From an optimization exercise on the open Yosys and OpenROAD flow, aimed at a short achievable clock period and few clock cycles per item; shortcuts taken in it are not production practice.
The RTL was checked by simulation tests, not by an equivalence proof against the original design.

build 33:
==> flow/design.v <==
`timescale 1ns/1ps
module core (
  input  wire        clk,         
  input  wire        rst,         
  output wire [7:0]  imem_addr,   
  input  wire [15:0] imem_rdata,  
  output reg  [7:0]  out_port,    
  output reg         out_valid,   
  output wire        halted       
);
  reg [7:0] data_mem [0:255];
  reg [7:0] pc;        
  reg [7:0] acc;
  reg       halt;
  reg         m_valid;
  reg [7:0]   m_op;
  reg [7:0]   m_arg;
  reg [127:0] m_part;  
  reg [15:0]  m_hi;    
  reg         m_fw;    
  reg [7:0]   m_fwd;   
  reg [7:0]   m_pc2;   
  reg       x_valid;
  reg [7:0] x_arg;
  reg [7:0] x_b;       
  reg       x_fx;      
  reg [7:0] x_pc2;
  reg       x_ld, x_add, x_sub, x_and, x_or, x_st, x_out, x_hlt, x_jz, x_jnz;
  reg         w_en;
  reg [7:0]   w_addr, w_data;
  reg [255:0] w_oh;    
  assign imem_addr = pc;
  assign halted    = halt;
  integer k;
  wire [7:0] f_op  = imem_rdata[7:0];
  wire [7:0] f_arg = imem_rdata[15:8];
  wire f_two = (f_op == 8'h10) | (f_op == 8'h11) | (f_op == 8'h12) |
               (f_op[7:3] == 5'b00100) |
               (f_op == 8'h30) | (f_op == 8'h31) | (f_op == 8'h32);
  wire f_jump = (f_op == 8'h30) | (f_op == 8'h32);    
  wire [7:0] pc1 = pc + 8'd1;
  wire [7:0] pc2 = pc + 8'd2;
  wire [7:0] f_npc = f_jump ? f_arg : (f_two ? pc2 : pc1);
  wire x_run  = x_valid & ~halt;
  wire acc_z  = (acc == 8'h00);
  wire x_miss = x_run & (x_jz | x_jnz) & acc_z;
  wire [7:0] x_tgt = x_jz ? x_arg : x_pc2;
  wire [7:0] x_opnd = x_fx ? w_data : x_b;
  wire m_mem = (m_op == 8'h11) | (m_op == 8'h21) | (m_op == 8'h23) |
               (m_op == 8'h25) | (m_op == 8'h27);
  reg [7:0] m_rd;
  always @* begin
    m_rd = 8'h00;
    for (k = 0; k < 16; k = k + 1)
      m_rd = m_rd | ({8{m_hi[k]}} & m_part[8*k +: 8]);
  end
  wire [7:0] m_b = ~m_mem ? m_arg :
                   (w_en && w_addr == m_arg) ? w_data :
                   m_fw ? m_fwd : m_rd;
  wire [15:0] f_lo = 16'd1 << f_arg[3:0];
  reg [127:0] f_part;
  integer g, l;
  always @* begin
    f_part = 128'd0;
    for (g = 0; g < 16; g = g + 1)
      for (l = 0; l < 16; l = l + 1)
        f_part[8*g +: 8] = f_part[8*g +: 8] | ({8{f_lo[l]}} & data_mem[16*g + l]);
  end
  always @(posedge clk) begin
    for (k = 0; k < 256; k = k + 1)
      if (w_oh[k])
        data_mem[k] <= w_data;
  end
  always @(posedge clk) begin
    m_op  <= f_op;
    m_arg <= f_arg;
    m_part <= f_part;
    m_hi  <= 16'd1 << f_arg[7:4];
    m_fw  <= w_en & (w_addr == f_arg);
    m_fwd <= w_data;
    m_pc2 <= pc2;
    x_arg <= m_arg;
    x_b   <= m_b;
    x_fx  <= m_mem & x_run & x_st & (x_arg == m_arg);
    x_pc2 <= m_pc2;
    x_ld  <= (m_op == 8'h10) | (m_op == 8'h11);
    x_add <= (m_op == 8'h20) | (m_op == 8'h21);
    x_sub <= (m_op == 8'h22) | (m_op == 8'h23);
    x_and <= (m_op == 8'h24) | (m_op == 8'h25);
    x_or  <= (m_op == 8'h26) | (m_op == 8'h27);
    x_st  <= (m_op == 8'h12);
    x_out <= (m_op == 8'h40);
    x_hlt <= (m_op == 8'hFF);
    x_jz  <= (m_op == 8'h31);
    x_jnz <= (m_op == 8'h32);
    w_addr <= x_arg;
    w_data <= acc;
  end
  always @(posedge clk or posedge rst) begin
    if (rst) begin
      pc        <= 8'h00;
      acc       <= 8'h00;
      halt      <= 1'b0;
      m_valid   <= 1'b0;
      x_valid   <= 1'b0;
      w_en      <= 1'b0;
      w_oh      <= 256'd0;
      out_port  <= 8'h00;
      out_valid <= 1'b0;
    end
    else begin
      out_valid <= 1'b0;
      if (x_miss) begin
        pc      <= x_tgt;
        m_valid <= 1'b0;
        x_valid <= 1'b0;
      end
      else begin
        pc      <= f_npc;
        m_valid <= 1'b1;
        x_valid <= m_valid;
      end
      w_en <= x_run & x_st;
      w_oh <= (x_run & x_st) ? (256'd1 << x_arg) : 256'd0;
      if (x_run) begin
        if (x_ld)  acc <= x_opnd;
        if (x_add) acc <= acc + x_opnd;
        if (x_sub) acc <= acc - x_opnd;
        if (x_and) acc <= acc & x_opnd;
        if (x_or)  acc <= acc | x_opnd;
        if (x_out) begin
          out_port  <= acc;
          out_valid <= 1'b1;
        end
        if (x_hlt) halt <= 1'b1;
      end
    end
  end
endmodule
export LEC_CHECK = 0
export ABC_CLOCK_PERIOD_IN_PS = 2500
export CAP_MARGIN = 20
export CORE_MARGIN = 2
export CORE_UTILIZATION = 45
export SETUP_SLACK_MARGIN = 4.0
export SLEW_MARGIN = 20
export TNS_END_PERCENT = 100
create_clock -name core_clock -period 6.5 [get_ports {clk}]
run.sh (not shown) runs the stock make flow with config.mk's settings and CLKGATE_MAP_FILE= SYNTH_SCRIPT=/design/flow/synth_recipe.tcl, a recipe that flattens the netlist after the stock synthesis.
Testbench counts of build 33, summed over its fixed seeds: cycles 92,013, instructions 86,873.
Modified inputs, build 66 compared to build 33
--- a/flow/design.v
+++ b/flow/design.v
@@ -22,12 +22,11 @@
   reg [7:0]   m_pc2;   
   reg       x_valid;
   reg [7:0] x_arg;
   reg [7:0] x_b;       
   reg       x_fx;      
-  reg [7:0] x_pc2;
-  reg       x_ld, x_add, x_sub, x_and, x_or, x_st, x_out, x_hlt, x_jz, x_jnz;
+  reg       x_ld, x_add, x_sub, x_and, x_or, x_st, x_out, x_hlt;
   reg         w_en;
   reg [7:0]   w_addr, w_data;
   reg [255:0] w_oh;    
   assign imem_addr = pc;
   assign halted    = halt;
@@ -40,14 +39,24 @@
   wire f_jump = (f_op == 8'h30) | (f_op == 8'h32);    
   wire [7:0] pc1 = pc + 8'd1;
   wire [7:0] pc2 = pc + 8'd2;
   wire [7:0] f_npc = f_jump ? f_arg : (f_two ? pc2 : pc1);
   wire x_run  = x_valid & ~halt;
-  wire acc_z  = (acc == 8'h00);
-  wire x_miss = x_run & (x_jz | x_jnz) & acc_z;
-  wire [7:0] x_tgt = x_jz ? x_arg : x_pc2;
   wire [7:0] x_opnd = x_fx ? w_data : x_b;
+  wire [7:0] sxor = acc ^ x_opnd;
+  wire [7:0] sor  = acc | x_opnd;
+  wire add_z = ~sxor[0] & (sxor[7:1] == sor[6:0]);
+  wire x_z = ~x_run ? (acc == 8'h00) :
+             x_ld  ? (x_opnd == 8'h00) :
+             x_add ? add_z :
+             x_sub ? (acc == x_opnd) :
+             x_and ? ((acc & x_opnd) == 8'h00) :
+             x_or  ? (sor == 8'h00) :
+                     (acc == 8'h00);
+  wire m_jz   = (m_op == 8'h31);
+  wire m_miss = m_valid & (m_jz | (m_op == 8'h32)) & x_z;
+  wire [7:0] m_tgt = m_jz ? m_arg : m_pc2;
   wire m_mem = (m_op == 8'h11) | (m_op == 8'h21) | (m_op == 8'h23) |
                (m_op == 8'h25) | (m_op == 8'h27);
   reg [7:0] m_rd;
   always @* begin
     m_rd = 8'h00;
@@ -80,21 +89,18 @@
     m_fwd <= w_data;
     m_pc2 <= pc2;
     x_arg <= m_arg;
     x_b   <= m_b;
     x_fx  <= m_mem & x_run & x_st & (x_arg == m_arg);
-    x_pc2 <= m_pc2;
     x_ld  <= (m_op == 8'h10) | (m_op == 8'h11);
     x_add <= (m_op == 8'h20) | (m_op == 8'h21);
     x_sub <= (m_op == 8'h22) | (m_op == 8'h23);
     x_and <= (m_op == 8'h24) | (m_op == 8'h25);
     x_or  <= (m_op == 8'h26) | (m_op == 8'h27);
     x_st  <= (m_op == 8'h12);
     x_out <= (m_op == 8'h40);
     x_hlt <= (m_op == 8'hFF);
-    x_jz  <= (m_op == 8'h31);
-    x_jnz <= (m_op == 8'h32);
     w_addr <= x_arg;
     w_data <= acc;
   end
   always @(posedge clk or posedge rst) begin
     if (rst) begin
@@ -108,19 +114,18 @@
       out_port  <= 8'h00;
       out_valid <= 1'b0;
     end
     else begin
       out_valid <= 1'b0;
-      if (x_miss) begin
-        pc      <= x_tgt;
+      x_valid <= m_valid;
+      if (m_miss) begin
+        pc      <= m_tgt;
         m_valid <= 1'b0;
-        x_valid <= 1'b0;
       end
       else begin
         pc      <= f_npc;
         m_valid <= 1'b1;
-        x_valid <= m_valid;
       end
       w_en <= x_run & x_st;
       w_oh <= (x_run & x_st) ? (256'd1 << x_arg) : 256'd0;
       if (x_run) begin
         if (x_ld)  acc <= x_opnd;
Notes after the runs:
Both conditions hold for build 66: the flow ran to the end and the final layout passed the timing, design-rule and antenna checks.
Flops: build 66 fewer than build 33
The area of all placed cells without fillers on build 66 is in line with that on build 33.
Summary of build 66 over build 33: number of global-route vias before repair saw an increase, share of the final layout cell area in sequential cells saw a decrease, met1 capacity usage during global routing saw a decrease, routed length on met1 saw a decrease, largest fanout of any net on the critical path saw an increase.
Between build 66 and build 33, the total number of cells along the worst setup path is higher for build 66.
Testbench counts of build 66, summed over its fixed seeds: cycles 89,731, instructions 86,873.

static timing again, ports no longer ideal:
In the flow no input, the clock included, has a driving cell. The finished layouts below were timed again as built, in two steps. Step 1, drivers: a clkbuf_16 drives clk and a buf_2 each remaining input, both assumed. Step 2 also shifts input and output timing later by t, the mid clock arrival at the registers, as if the neighbouring blocks saw the same clock. a / b / c = ideal ports / drivers / drivers and shift; a / b = the first two.
run | t, ns | setup WS [ns] | worst hold slack (ns)
build 33 | 0.991 | 3.740 / 3.646 / 2.698 | 0.324 / 0.324 / 0.324
build 66 | 0.974 | 3.530 / 3.530 / 2.712 | 0.426 / 0.426 / 0.426
After both steps setup and hold are still met in every run listed. The setup slack of build 33, which loses most, moves by -0.094 ns with the drivers and by -1.042 ns with both steps.
